What follows belongs to an exercise in optimizing a design on an open flow for small area; a production flow would make more cautious choices.
Function was checked by simulation only, so behaviour that the tests miss may differ from the original.
The flow treats the clock pin as an ideal source, which a real chip does not have.
No activity file was given, so power comes from the tool's default toggle rates.

Design dvi_status, start of the top module:
module dvi_status
(
	input clk,               
	input rst,               
	input clk_en,            
	input [31:0] rez1,       
	input [31:0] rez2,       
	input [15:0] freq,       
	input [15:0] elapsed,    
	input  [7:0] mark,
	output [9:0] tmds_red,
	output [9:0] tmds_green,
	output [9:0] tmds_blue
);
Size: about 440 cells after synthesis, ~68 flip-flops, about 140 I/O pins, roughly 4300 µm² of cells after synthesis.
clock: 10.0 ns
lec_check: 0
cap_margin: 10
core_margin: 2
core_utilization: 40
cts_buf_list: sky130_fd_sc_hd__clkbuf_8
place_density: 0.6
slew_margin: 10
standard.sh (not shown) runs the stock make flow with config.mk's settings and CLKGATE_MAP_FILE= SYNTH_SCRIPT=/design/flow/synth_recipe.tcl, a recipe that flattens the netlist after the stock synthesis.
==> flow/flow/run.sh <==
#!/bin/bash
# Layout flow: the standard layout (standard.sh), with three changes:
#  - ports are buffered with the smallest buffer (buf_1) instead of the
#    resizer's default pick;
#  - right after floorplan, each combinational cell is set to the smallest
#    cell of the same function (repair_design sizes up again where needed);
#  - clock tree built from clkbuf_8 without dummy loads.
# Each step's full tool output goes to orfs/logs (ORFS's own logs); make's
# output goes to standard.log in this folder.
set -euo pipefail
here=$(cd "$(dirname "$0")" && pwd)
export BUFFER_PORTS_ARGS="-buffer_cell sky130_fd_sc_hd__buf_1"
export POST_FLOORPLAN_TCL="$here/downsize.tcl"
export PRE_CTS_TCL="$here/cts_pre.tcl"
export CLK_NLEAF=4 CLK_LEAF_CELL=sky130_fd_sc_hd__clkbuf_8
export CTS_ARGS="-clk_nets clk -buf_list sky130_fd_sc_hd__clkbuf_8 -dont_use_dummy_load"
bash standard.sh > standard.log 2>&1
==> flow/flow/cts_pre.tcl <==
# Clock tree built by hand: the clock port drives NLEAF buffers directly,
# each driving the clock pins of one group of registers that lie close
# together (groups from the placement: split by x, then each half by y).
# clock_tree_synthesis is then given only the port net, which it skips.
set nleaf $::env(CLK_NLEAF)
set cell $::env(CLK_LEAF_CELL)
set block [ord::get_db_block]
set dbu [$block getDbUnitsPerMicron]
set net [$block findNet clk]
set sinks {}
foreach it [$net getITerms] {
  set inst [$it getInst]
  set bb [$inst getBBox]
  set x [expr {([$bb xMin] + [$bb xMax]) / 2.0 / $dbu}]
  set y [expr {([$bb yMin] + [$bb yMax]) / 2.0 / $dbu}]
  lappend sinks [list $x $y "[$inst getName]/[[$it getMTerm] getName]"]
}
set n [llength $sinks]
puts "manual clock tree: $n clock pins, $nleaf leaf buffers of $cell"
# split into two columns by x, then each column into rows by y
set ncol [expr {$nleaf >= 2 ? 2 : 1}]
set nrow [expr {$nleaf / $ncol}]
set byx [lsort -real -index 0 $sinks]
set groups {}
for {set ci 0} {$ci < $ncol} {incr ci} {
  set lo [expr {$ci * $n / $ncol}]
  set hi [expr {($ci + 1) * $n / $ncol - 1}]
  set col [lsort -real -index 1 [lrange $byx $lo $hi]]
  set m [llength $col]
  for {set ri 0} {$ri < $nrow} {incr ri} {
    set lo2 [expr {$ri * $m / $nrow}]
    set hi2 [expr {($ri + 1) * $m / $nrow - 1}]
    lappend groups [lrange $col $lo2 $hi2]
  }
}
set k 0
foreach g $groups {
  set sx 0.0; set sy 0.0; set pins {}
  foreach s $g {
    set sx [expr {$sx + [lindex $s 0]}]
    set sy [expr {$sy + [lindex $s 1]}]
    lappend pins [get_pins [lindex $s 2]]
  }
  set cx [expr {$sx / [llength $g]}]
  set cy [expr {$sy / [llength $g]}]
  insert_buffer -buffer_cell $cell -net clk -load_pins $pins -location [list $cx $cy] -buffer_name clkleaf_$k -net_name clk_leaf_$k
  puts "  leaf $k: [llength $g] pins at ($cx, $cy)"
  incr k
}
Other scripts of this flow, unchanged in this note and not shown: flow/flow/downsize.tcl
Rerun with:
--- a/flow/flow/run.sh
+++ b/flow/flow/run.sh
@@ -13,5 +13,3 @@
 export POST_FLOORPLAN_TCL="$here/downsize.tcl"
-export PRE_CTS_TCL="$here/cts_pre.tcl"
-export CLK_NLEAF=4 CLK_LEAF_CELL=sky130_fd_sc_hd__clkbuf_8
-export CTS_ARGS="-clk_nets clk -buf_list sky130_fd_sc_hd__clkbuf_8 -dont_use_dummy_load"
+export CTS_ARGS="-sink_clustering_enable -sink_clustering_size 34 -sink_clustering_max_diameter 200 -buf_list sky130_fd_sc_hd__clkbuf_8 -dont_use_dummy_load -repair_clock_nets"
 bash standard.sh > standard.log 2>&1
removed: flow/flow/cts_pre.tcl
Result: The changed run went through all stages and came out clean; final cell count goes up by 0.74%; synthesized area is unchanged; die area is unchanged; global-route usage is higher by 1.1 points; power rose by 14%; setup slack degrades by 0.16 ns.


Another version of the RTL of dvi_status (not shown whole).
For scale: about 520 cells after synthesis, roughly 68 flip-flops, roughly 140 I/O pins.
==> flow/design.v (excerpt) <==
module dvi_status
(
	input clk,               
	input rst,               
	input clk_en,            
	input [31:0] rez1,       
	input [31:0] rez2,       
	input [15:0] freq,       
	input [15:0] elapsed,    
	input  [7:0] mark,
	output [9:0] tmds_red,
	output [9:0] tmds_green,
	output [9:0] tmds_blue
);
clock: 10.0 ns
lec_check: 0
cap_margin: 20
core_margin: 2
core_utilization: 40
place_density: 0.6
slew_margin: 20
run.sh (not shown) runs the stock make flow with config.mk's settings and CLKGATE_MAP_FILE= SYNTH_SCRIPT=/design/flow/synth_recipe.tcl, a recipe that flattens the netlist after the stock synthesis.
Stock flow here: none of the scripts above is used.
Next try:
--- a/flow/config.mk
+++ b/flow/config.mk
@@ -10,2 +10,3 @@
 export CORE_UTILIZATION = 40
+export CTS_BUF_LIST = sky130_fd_sc_hd__clkbuf_2 sky130_fd_sc_hd__clkbuf_4 sky130_fd_sc_hd__clkbuf_8
 export PLACE_DENSITY = 0.6
Power is lower by 11%; die area stays the same; area after synthesis does not change; setup slack got worse by 0.035 ns; clock skew is about the same.


Another version of the RTL of dvi_status (not shown whole).
Size: roughly 68 flip-flops, about 140 I/O pins, roughly 4100 µm² of cells after synthesis.
clock: 10.0 ns
lec_check: 0
cap_margin: 10
core_margin: 2
core_utilization: 40
cts_buf_list: sky130_fd_sc_hd__clkbuf_8
place_density: 0.6
slew_margin: 10
standard.sh (not shown) runs the stock make flow with config.mk's settings and CLKGATE_MAP_FILE= SYNTH_SCRIPT=/design/flow/synth_recipe.tcl, a recipe that flattens the netlist after the stock synthesis.
==> flow/flow/run.sh <==
#!/bin/bash
# Layout flow: the standard layout (standard.sh) with these changes:
#  - synthesis keeps the small modules (aoi3, aoi2, hexnum, tmds_bias_*)
#    apart while it maps them, so each is mapped on its own (synth_recipe.tcl
#    still flattens the design at the end; the registers are the standard
#    synthesis's);
#  - no adder extraction before abc (ADDER_MAP_FILE empty): the adder step
#    turns xor/and pairs anywhere into half-adder cells that abc cannot
#    optimise;
#  - ports are buffered with the smallest buffer (buf_1) instead of the
#    resizer's default pick;
#  - right after floorplan, each combinational cell is set to the smallest
#    cell of the same function (repair_design sizes up again where needed);
#  - the clock tree is four clkbuf_8, each driving a quarter of the
#    registers, placed by cts_pre.tcl; clock_tree_synthesis then has nothing
#    left to do.
# Each step's full tool output goes to orfs/logs (ORFS's own logs); make's
# output goes to standard.log in this folder.
set -euo pipefail
here=$(cd "$(dirname "$0")" && pwd)
export SYNTH_KEEP_MODULES="aoi3 aoi2 hexnum tmds_bias_p tmds_bias_z tmds_bias_b"
export ADDER_MAP_FILE=
export BUFFER_PORTS_ARGS="-buffer_cell sky130_fd_sc_hd__buf_1"
export POST_FLOORPLAN_TCL="$here/downsize.tcl"
export PRE_CTS_TCL="$here/cts_pre.tcl"
export CLK_NLEAF=4 CLK_LEAF_CELL=sky130_fd_sc_hd__clkbuf_8
export CTS_ARGS="-clk_nets clk -buf_list sky130_fd_sc_hd__clkbuf_8 -dont_use_dummy_load"
bash standard.sh > standard.log 2>&1
Other scripts of this flow, unchanged in this note and not shown: flow/flow/cts_pre.tcl, flow/flow/downsize.tcl
The baseline went through all stages and came out clean.
Next try:
--- a/flow/flow/run.sh
+++ b/flow/flow/run.sh
@@ -4,6 +4,3 @@
-#    apart while it maps them, so each is mapped on its own (synth_recipe.tcl
-#    still flattens the design at the end; the registers are the standard
-#    synthesis's);
-#  - no adder extraction before abc (ADDER_MAP_FILE empty): the adder step
-#    turns xor/and pairs anywhere into half-adder cells that abc cannot
-#    optimise;
+#    apart while it maps
+#    them, so each is mapped on its own (synth_recipe.tcl still flattens the
+#    design at the end; the registers are the standard synthesis's);
@@ -22 +18,0 @@
-export ADDER_MAP_FILE=
Outcome: Maximum frequency increases by a few percent; synthesized area increases slightly; wire length decreases slightly; design area increases slightly; utilization decreases by 0.10 points; cell count decreases by a few percent; die area increases slightly; via count decreases by a few percent; sequential power barely changes; register-to-register slack improved by 0.22 ns; worst setup slack improved by 0.21 ns.


Another version of the RTL of dvi_status (not shown whole).
For scale: roughly 480 cells after synthesis, ~68 flip-flops, about 140 I/O pins.
==> flow/config.mk <==
export PLATFORM = sky130hd
export DESIGN_NAME = dvi_status
export DESIGN_NICKNAME = dvi_status
export VERILOG_FILES = /design/flow/design.v
export SDC_FILE = /design/flow/constraint.sdc
export NUM_CORES = 4
export LEC_CHECK = 0
export CAP_MARGIN = 20
export CORE_MARGIN = 2
export CORE_UTILIZATION = 40
export CTS_BUF_LIST = sky130_fd_sc_hd__clkbuf_8
export PLACE_DENSITY = 0.6
export SLEW_MARGIN = 20
==> flow/constraint.sdc <==
create_clock -name core_clock -period 10.0 [get_ports {clk}]
set_input_delay 2.0000 -clock core_clock [delete_from_list [all_inputs] [get_ports {clk}]]
set_output_delay 2.0000 -clock core_clock [all_outputs]
set_load 0.01 [all_outputs]
==> flow/flow/run.sh <==
#!/bin/bash
# Layout flow: the standard layout (standard.sh), with three changes:
#  - ports are buffered with the smallest buffer (buf_1) instead of the
#    resizer's default pick;
#  - right after floorplan, each combinational cell is set to the smallest
#    cell of the same function (repair_design sizes up again where needed);
#  - clock tree built from clkbuf_4 without dummy loads.
# Each step's full tool output goes to orfs/logs (ORFS's own logs); make's
# output goes to standard.log in this folder.
set -euo pipefail
here=$(cd "$(dirname "$0")" && pwd)
export BUFFER_PORTS_ARGS="-buffer_cell sky130_fd_sc_hd__buf_1"
export POST_FLOORPLAN_TCL="$here/downsize.tcl"
export CTS_ARGS="-sink_clustering_enable -sink_clustering_size 34 -sink_clustering_max_diameter 200 -buf_list sky130_fd_sc_hd__clkbuf_8 -dont_use_dummy_load -repair_clock_nets"
bash standard.sh > standard.log 2>&1
==> flow/flow/downsize.tcl <==
# Set every combinational cell to the smallest-area cell of the same
# function (same base name, other drive strength). Registers, clock cells,
# tie cells and physical cells are left as they are.
set n 0
foreach inst [get_cells *] {
  set master [get_property $inst ref_name]
  if {![regexp {^(sky130_fd_sc_hd__([a-z0-9]+))_([0-9]+)$} $master -> base short size]} { continue }
  if {[regexp {^(df|edf|sdf|sedf|dl|clk|conb|tap|fill|decap|diode|lpflow|probe)} $short]} { continue }
  set best ""
  set best_area 1e9
  foreach lc [get_lib_cells -quiet "*/${base}_*"] {
    set name [get_name $lc]
    if {![regexp "^${base}_\[0-9\]+\$" $name]} { continue }
    if {[get_property $lc dont_use]} { continue }
    set skip 0
    foreach pat $::env(DONT_USE_CELLS) { if {[string match $pat $name]} { set skip 1 } }
    if {$skip} { continue }
    set a [get_property $lc area]
    if {$a < $best_area} { set best_area $a; set best $lc }
  }
  if {$best ne "" && [get_name $best] ne $master} {
    replace_cell $inst $best
    incr n
  }
}
puts "downsize: replaced $n cells"
Rerun with:
--- a/flow/flow/run.sh
+++ b/flow/flow/run.sh
@@ -12,4 +12,3 @@
 export BUFFER_PORTS_ARGS="-buffer_cell sky130_fd_sc_hd__buf_1"
 export POST_FLOORPLAN_TCL="$here/downsize.tcl"
-export CTS_ARGS="-sink_clustering_enable -sink_clustering_size 34 -sink_clustering_max_diameter 200 -buf_list sky130_fd_sc_hd__clkbuf_8 -dont_use_dummy_load -repair_clock_nets"
 bash standard.sh > standard.log 2>&1
--- a/flow/flow/downsize.tcl
+++ b/flow/flow/downsize.tcl
@@ -12,8 +12,5 @@
     set name [get_name $lc]
     if {![regexp "^${base}_\[0-9\]+\$" $name]} { continue }
-    if {[get_property $lc dont_use]} { continue }
-    set skip 0
-    foreach pat $::env(DONT_USE_CELLS) { if {[string match $pat $name]} { set skip 1 } }
-    if {$skip} { continue }
+    if {[get_property $lc is_dont_use]} { continue }
     set a [get_property $lc area]
     if {$a < $best_area} { set best_area $a; set best $lc }
--- a/flow/config.mk
+++ b/flow/config.mk
@@ -9,5 +9,5 @@
 export CORE_MARGIN = 2
 export CORE_UTILIZATION = 40
-export CTS_BUF_LIST = sky130_fd_sc_hd__clkbuf_8
+export CTS_BUF_LIST = sky130_fd_sc_hd__clkbuf_4
 export PLACE_DENSITY = 0.6
 export SLEW_MARGIN = 20
Outcome:
- Now the flow failed in 2_1_floorplan
- synthesized cell count stays the same
- synthesized area is unchanged


The RTL this note starts from:
==> flow/design.v <==
module vgaout
(
	input clk,
	input rst,       
	input en,        
	input en1,       
	input [31:0] rez1,
	input [31:0] rez2,
	input [15:0] freq,
	input [15:0] elapsed,
	input  [7:0] mark,
	output de,
	output hs,
	output vs,
	output first,    
	output pix,      
	output [1:0] row
);
reg [9:0] c, d;
wire c_wrap = c[9] & c[8] & c[6] & c[5] & c[3];
wire d_wrap = d[9] & d[4] & d[3] & d[2];
wire nextline = (c == 10'd15);
wire c_load = rst | (en & c_wrap);
wire d_load = rst | (en & nextline & d_wrap);
wire [9:0] c_inc = c + {9'd0, en};
wire [9:0] d_inc = d + {9'd0, en & nextline};
always @(posedge clk) begin
	c <= c_load ? 10'd14 : c_inc;
	d <= d_load ? 10'd15 : d_inc;
end
assign hs = !(c >= 10'd15 && c <= 10'd76);
assign vs = (d >= 10'd16 && d <= 10'd21);
assign de = (c >= 10'd143 && c <= 10'd862) && (d >= 10'd46 && d <= 10'd525);
assign first = (c == 10'd143);
assign row = d[8:7];
reg [31:0] rv;
wire [1:0] ahead = {1'b0, en1} + {1'b0, en};
wire ld = (c[9:7] == 3'b001) && (c[6:0] != 7'h7f) &&
          !(c[6:0] == 7'h7e && ahead != 2'd0) &&
          !(c[6:0] == 7'h7d && ahead == 2'd2);
wire [31:0] r3 = {elapsed, freq};
wire [31:0] src;
genvar i;
generate
	for (i = 0; i < 32; i = i + 1) begin : g_src
		if (i % 4 == 3) begin : g_m
			assign src[i] = d[8] ? (d[7] ? rez2[i] : rez1[i]) : (d[7] ? r3[i] : mark[i/4]);
		end else begin : g_n
			assign src[i] = d[8] ? (d[7] ? rez2[i] : rez1[i]) : r3[i];
		end
	end
endgenerate
always @(posedge clk)
	if (ld)
		rv <= src;
wire window = c[9] ^ c[8];
wire [2:0] digit = {c[9], c[7:6]};
wire [1:0] x = {c[5], c[4] | c[3]};
wire [2:0] y = {d[6:5], d[4] | d[3]};
reg [3:0] nib;
always @(*)
	case (digit)
	3'd0: nib = rv[31:28];
	3'd1: nib = rv[27:24];
	3'd2: nib = rv[23:20];
	3'd3: nib = rv[19:16];
	3'd4: nib = rv[15:12];
	3'd5: nib = rv[11:8];
	3'd6: nib = rv[7:4];
	default: nib = rv[3:0];
	endcase
wire rezpix;
hexnum digs
(
	.value(nib),
	.x(x),
	.y(y),
	.hide(d[8:7] == 2'b01 && digit == 3'd4),
	.image(rezpix)
);
wire mrow = (d >= 10'd111 && d <= 10'd118);
wire mpix = (x != 2'd3) && mrow && nib[3];
assign pix = window && (d[9:7] == 3'b000 ? mpix : (!d[9] && rezpix));
endmodule
module hexnum
(
	input  [3:0] value,
	input  [1:0] x,
	input  [2:0] y,
	input        hide,
	output image
);
reg [6:0] ss;
reg i;
always @(*) begin
	if(hide) ss = 7'b0000000;
	else
	case (value)   
	4'h0: ss = 7'b0111111;
	4'h1: ss = 7'b0000110;
	4'h2: ss = 7'b1011011;
	4'h3: ss = 7'b1001111;
	4'h4: ss = 7'b1100110;
	4'h5: ss = 7'b1101101;
	4'h6: ss = 7'b1111101;
	4'h7: ss = 7'b0000111;
	4'h8: ss = 7'b1111111;
	4'h9: ss = 7'b1101111;
	4'ha: ss = 7'b1110111;
	4'hb: ss = 7'b1111100;
	4'hc: ss = 7'b0111001;
	4'hd: ss = 7'b1011110;
	4'he: ss = 7'b1111001;
	4'hf: ss = 7'b1110001;
	endcase
end
always @(*) begin
	case (y)
	3'd0: case (x)
				2'd0: i = ss[0]|ss[5];
				2'd1: i = ss[0];
				2'd2: i = ss[0]|ss[1];
				default: i = 1'b0;
			endcase
	3'd1: case (x)
				2'd0: i = ss[5];
				2'd2: i = ss[1];
				default: i = 1'b0;
			endcase
	3'd2: case (x)
				2'd0: i = ss[5]|ss[4];
				2'd1: i = ss[6];
				2'd2: i = ss[1]|ss[2];
				default: i = 1'b0;
			endcase
	3'd3: case (x)
				2'd0: i = ss[4];
				2'd2: i = ss[2];
				default: i = 1'b0;
			endcase
	3'd4: case (x)
				2'd0: i = ss[3]|ss[4];
				2'd1: i = ss[3];
				2'd2: i = ss[3]|ss[2];
				default: i = 1'b0;
			endcase
	default: i = 1'b0;
	endcase
end
assign image = i;
endmodule
module tmds_encoder
(
	input clk,
	input rst,        
	input blank,
	input ff,         
	input f7,         
	output neg        
);
	reg [3:0] dc_bias;
	assign neg = dc_bias[3];
	always @(posedge clk)
		if (rst || blank)
			dc_bias <= 4'd0;
		else if (neg)
			dc_bias <= dc_bias + (ff ? 4'd3 : f7 ? 4'd2 : 4'd5);
		else
			dc_bias <= dc_bias - (f7 ? 4'd3 : 4'd4);
endmodule
module dvi_status
(
	input clk,               
	input rst,               
	input clk_en,            
	input [31:0] rez1,       
	input [31:0] rez2,       
	input [15:0] freq,       
	input [15:0] elapsed,    
	input  [7:0] mark,
	output [9:0] tmds_red,
	output [9:0] tmds_green,
	output [9:0] tmds_blue
);
	reg rst1, rst2, en1, en2;
	always @(posedge clk) begin
		rst1 <= rst;
		rst2 <= rst1;
		en1 <= clk_en;
		en2 <= en1;
	end
	wire de, hs, vs, first, pix;
	wire [1:0] row;
	vgaout showrez
	(
		.clk(clk),
		.rst(rst2),
		.en(en2),
		.en1(en1),
		.rez1(rez1),
		.rez2(rez2),
		.freq(freq),
		.elapsed(elapsed),
		.mark(mark),
		.de(de),
		.hs(hs),
		.vs(vs),
		.first(first),
		.pix(pix),
		.row(row)
	);
	wire r_ff = pix & row[0];
	wire g_ff = pix & ~(row[1] & row[0]);
	wire b_ff = pix & ~row[1] & ~row[0];
	wire b_7f = ~pix & ~first;
	wire blank = ~de;
	wire p_neg, z_neg, b_neg;
	tmds_encoder u21 (.clk(clk), .rst(rst2), .blank(blank), .ff(pix),  .f7(1'b0), .neg(p_neg));
	tmds_encoder u22 (.clk(clk), .rst(rst2), .blank(blank), .ff(1'b0), .f7(1'b0), .neg(z_neg));
	tmds_encoder u23 (.clk(clk), .rst(rst2), .blank(blank), .ff(b_ff), .f7(b_7f), .neg(b_neg));
	wire r_neg = row[0] ? p_neg : z_neg;
	wire g_neg = (row[1] & row[0]) ? z_neg : p_neg;
	wire k = rst2 | blank;
	assign tmds_red   = {k | (r_ff ^ r_neg), k | ~r_ff,
	                     ~k & r_neg, k | r_neg, ~k & r_neg, k | r_neg,
	                     ~k & r_neg, k | r_neg, ~k & r_neg, ~k & r_neg};
	assign tmds_green = {k | (g_ff ^ g_neg), k | ~g_ff,
	                     ~k & g_neg, k | g_neg, ~k & g_neg, k | g_neg,
	                     ~k & g_neg, k | g_neg, ~k & g_neg, ~k & g_neg};
	wire c0 = ~hs;                       
	wire c1 = ~vs;                       
	wire b_00 = ~b_ff & ~b_7f;
	wire b9 = blank ? ~(c1 ^ c0) : (b_neg ^ ~b_00);
	wire b8 = blank ? ~c0 : b_00;
	wire b7 = blank ? c0 : (b_neg ^ b_7f);
	wire bo = blank ? c0 : b_neg;        
	wire be = blank ? ~c0 : b_neg;       
	assign tmds_blue = {b9 | rst2, b8 | rst2, b7 & ~rst2, be | rst2, bo & ~rst2, be | rst2,
	                    bo & ~rst2, be | rst2, bo & ~rst2, bo & ~rst2};
endmodule
export LEC_CHECK = 0
export CAP_MARGIN = 20
export CORE_MARGIN = 2
export CORE_UTILIZATION = 40
export CTS_BUF_LIST = sky130_fd_sc_hd__clkbuf_4 sky130_fd_sc_hd__clkbuf_8
export PLACE_DENSITY = 0.6
export SLEW_MARGIN = 20
create_clock -name core_clock -period 10.0 [get_ports {clk}]
==> flow/flow/run.sh <==
#!/bin/bash
# Layout flow: the standard layout (standard.sh), with three changes:
#  - ports are buffered with the smallest buffer (buf_1) instead of the
#    resizer's default pick;
#  - right after floorplan, each combinational cell is set to the smallest
#    cell of the same function (repair_design sizes up again where needed);
#  - clock tree built from clkbuf_4 without dummy loads.
# Each step's full tool output goes to orfs/logs (ORFS's own logs); make's
# output goes to standard.log in this folder.
set -euo pipefail
here=$(cd "$(dirname "$0")" && pwd)
export BUFFER_PORTS_ARGS="-buffer_cell sky130_fd_sc_hd__buf_1"
export POST_FLOORPLAN_TCL="$here/downsize.tcl"
bash standard.sh > standard.log 2>&1
==> flow/flow/downsize.tcl <==
# Set every combinational cell to the smallest-area cell of the same
# function (same base name, other drive strength). Registers, clock cells,
# tie cells and physical cells are left as they are.
set n 0
foreach inst [get_cells *] {
  set master [get_property $inst ref_name]
  if {![regexp {^(sky130_fd_sc_hd__([a-z0-9]+))_([0-9]+)$} $master -> base short size]} { continue }
  if {[regexp {^(df|edf|sdf|sedf|dl|clk|conb|tap|fill|decap|diode|lpflow|probe)} $short]} { continue }
  set best ""
  set best_area 1e9
  foreach lc [get_lib_cells -quiet "*/${base}_*"] {
    set name [get_name $lc]
    if {![regexp "^${base}_\[0-9\]+\$" $name]} { continue }
    if {[get_property $lc dont_use]} { continue }
    set skip 0
    foreach pat $::env(DONT_USE_CELLS) { if {[string match $pat $name]} { set skip 1 } }
    if {$skip} { continue }
    set a [get_property $lc area]
    if {$a < $best_area} { set best_area $a; set best $lc }
  }
  if {$best ne "" && [get_name $best] ne $master} {
    replace_cell $inst $best
    incr n
  }
}
puts "downsize: replaced $n cells"
Then changed:
==> flow/run.sh (new file) <==
#!/bin/bash
# synth_recipe.tcl (not shown) runs the flow's synth.tcl, then flattens the netlist and writes it again
# the make line also repeats each setting of config.mk as NAME=value (left out here)
make -C /OpenROAD-flow-scripts/flow DESIGN_CONFIG=/design/flow/config.mk WORK_HOME=/design/flow/orfs CLKGATE_MAP_FILE= SYNTH_SCRIPT=/design/flow/synth_recipe.tcl finish
- CTS_BUF_LIST: sky130_fd_sc_hd__clkbuf_4 sky130_fd_sc_hd__clkbuf_8 -> sky130_fd_sc_hd__clkbuf_4
removed: flow/flow/run.sh
removed: flow/flow/downsize.tcl
removed: flow/standard.sh
=>
- The changed run completed with no timing, DRC or antenna violations
- area after synthesis does not change
- count of clock-buffer cells in the layout does not change
- wire length climbs by 9.1%
- die area is unchanged
- worst setup slack got worse by 180 ps
Then changed:
==> flow/flow/run.sh (new file) <==
#!/bin/bash
# Layout flow: the standard layout (standard.sh), with three changes:
#  - ports are buffered with the smallest buffer (buf_1) instead of the
#    resizer's default pick;
#  - right after floorplan, each combinational cell is set to the smallest
#    cell of the same function (repair_design sizes up again where needed);
#  - clock tree built from clkbuf_4 without dummy loads.
# Each step's full tool output goes to orfs/logs (ORFS's own logs); make's
# output goes to standard.log in this folder.
set -euo pipefail
here=$(cd "$(dirname "$0")" && pwd)
export BUFFER_PORTS_ARGS="-buffer_cell sky130_fd_sc_hd__buf_1"
export POST_FLOORPLAN_TCL="$here/downsize.tcl"
export CTS_ARGS="-sink_clustering_enable -sink_clustering_size 34 -sink_clustering_max_diameter 200 -buf_list sky130_fd_sc_hd__clkbuf_8 -dont_use_dummy_load -repair_clock_nets"
bash standard.sh > standard.log 2>&1
==> flow/flow/downsize.tcl (new file) <==
# Set every combinational cell to the smallest-area cell of the same
# function (same base name, other drive strength). Registers, clock cells,
# tie cells and physical cells are left as they are.
set n 0
foreach inst [get_cells *] {
  set master [get_property $inst ref_name]
  if {![regexp {^(sky130_fd_sc_hd__([a-z0-9]+))_([0-9]+)$} $master -> base short size]} { continue }
  if {[regexp {^(df|edf|sdf|sedf|dl|clk|conb|tap|fill|decap|diode|lpflow|probe)} $short]} { continue }
  set best ""
  set best_area 1e9
  foreach lc [get_lib_cells -quiet "*/${base}_*"] {
    set name [get_name $lc]
    if {![regexp "^${base}_\[0-9\]+\$" $name]} { continue }
    if {[get_property $lc dont_use]} { continue }
    set skip 0
    foreach pat $::env(DONT_USE_CELLS) { if {[string match $pat $name]} { set skip 1 } }
    if {$skip} { continue }
    set a [get_property $lc area]
    if {$a < $best_area} { set best_area $a; set best $lc }
  }
  if {$best ne "" && [get_name $best] ne $master} {
    replace_cell $inst $best
    incr n
  }
}
puts "downsize: replaced $n cells"
==> flow/standard.sh (new file) <==
#!/bin/bash
# synth_recipe.tcl (not shown) runs the flow's synth.tcl, then flattens the netlist and writes it again
# the make line also repeats each setting of config.mk as NAME=value (left out here)
make -C /OpenROAD-flow-scripts/flow DESIGN_CONFIG=/design/flow/config.mk WORK_HOME=/design/flow/orfs CLKGATE_MAP_FILE= SYNTH_SCRIPT=/design/flow/synth_recipe.tcl "${@:-finish}"
- CAP_MARGIN: 20 -> 0
- CTS_BUF_LIST: sky130_fd_sc_hd__clkbuf_4 -> sky130_fd_sc_hd__clkbuf_8
- SLEW_MARGIN: 20 -> 0
removed: flow/run.sh
=> Via count went down by 3.1%; routed wire length is lower by about 8%; count of clock-buffer cells in the layout does not change.

separate check: timing with driven ports:
No port has a modelled driver above. Below, the same layouts with a new extraction and two added sets of constraints.
Step 1, drivers: a clkbuf_16 drives clk and a buf_2 each remaining input, both assumed.
Step 2 adds t to the input delays and takes it off the output delays; t is the mean of the earliest and latest rising clock arrival at the registers after step 1. Input paths then give back, and output paths get back, about the clock's delay inside the block.
Slacks: no drivers / after step 1 / after step 2; pairs: no drivers / after step 1.
run | t (ns) | setup slack, ns | cell pins on the clock port's net
the first run of note 1 | 0.221 | 2.779 / 2.713 / 2.934 | 4
the second run of note 1 | 0.362 | 2.619 / 2.587 / 2.949 | 1
the first run of note 2 | 0.374 | 3.340 / 3.300 / 3.674 | 1
the second run of note 2 | 0.404 | 3.306 / 3.269 / 3.674 | 1
the first run of note 3 | 0.225 | 2.223 / 2.159 / 2.384 | 4
the second run of note 3 | 0.217 | 2.437 / 2.376 / 2.593 | 4
the first run of note 4 | 0.369 | 3.399 / 3.366 / 3.735 | 1
the first run of note 5 | 0.379 | 3.410 / 3.377 / 3.756 | 1
the second run of note 5 | 0.436 | 3.233 / 3.199 / 3.635 | 1
the third run of note 5 | 0.369 | 3.403 / 3.370 / 3.740 | 1
After both steps setup and hold are still met in every run listed.
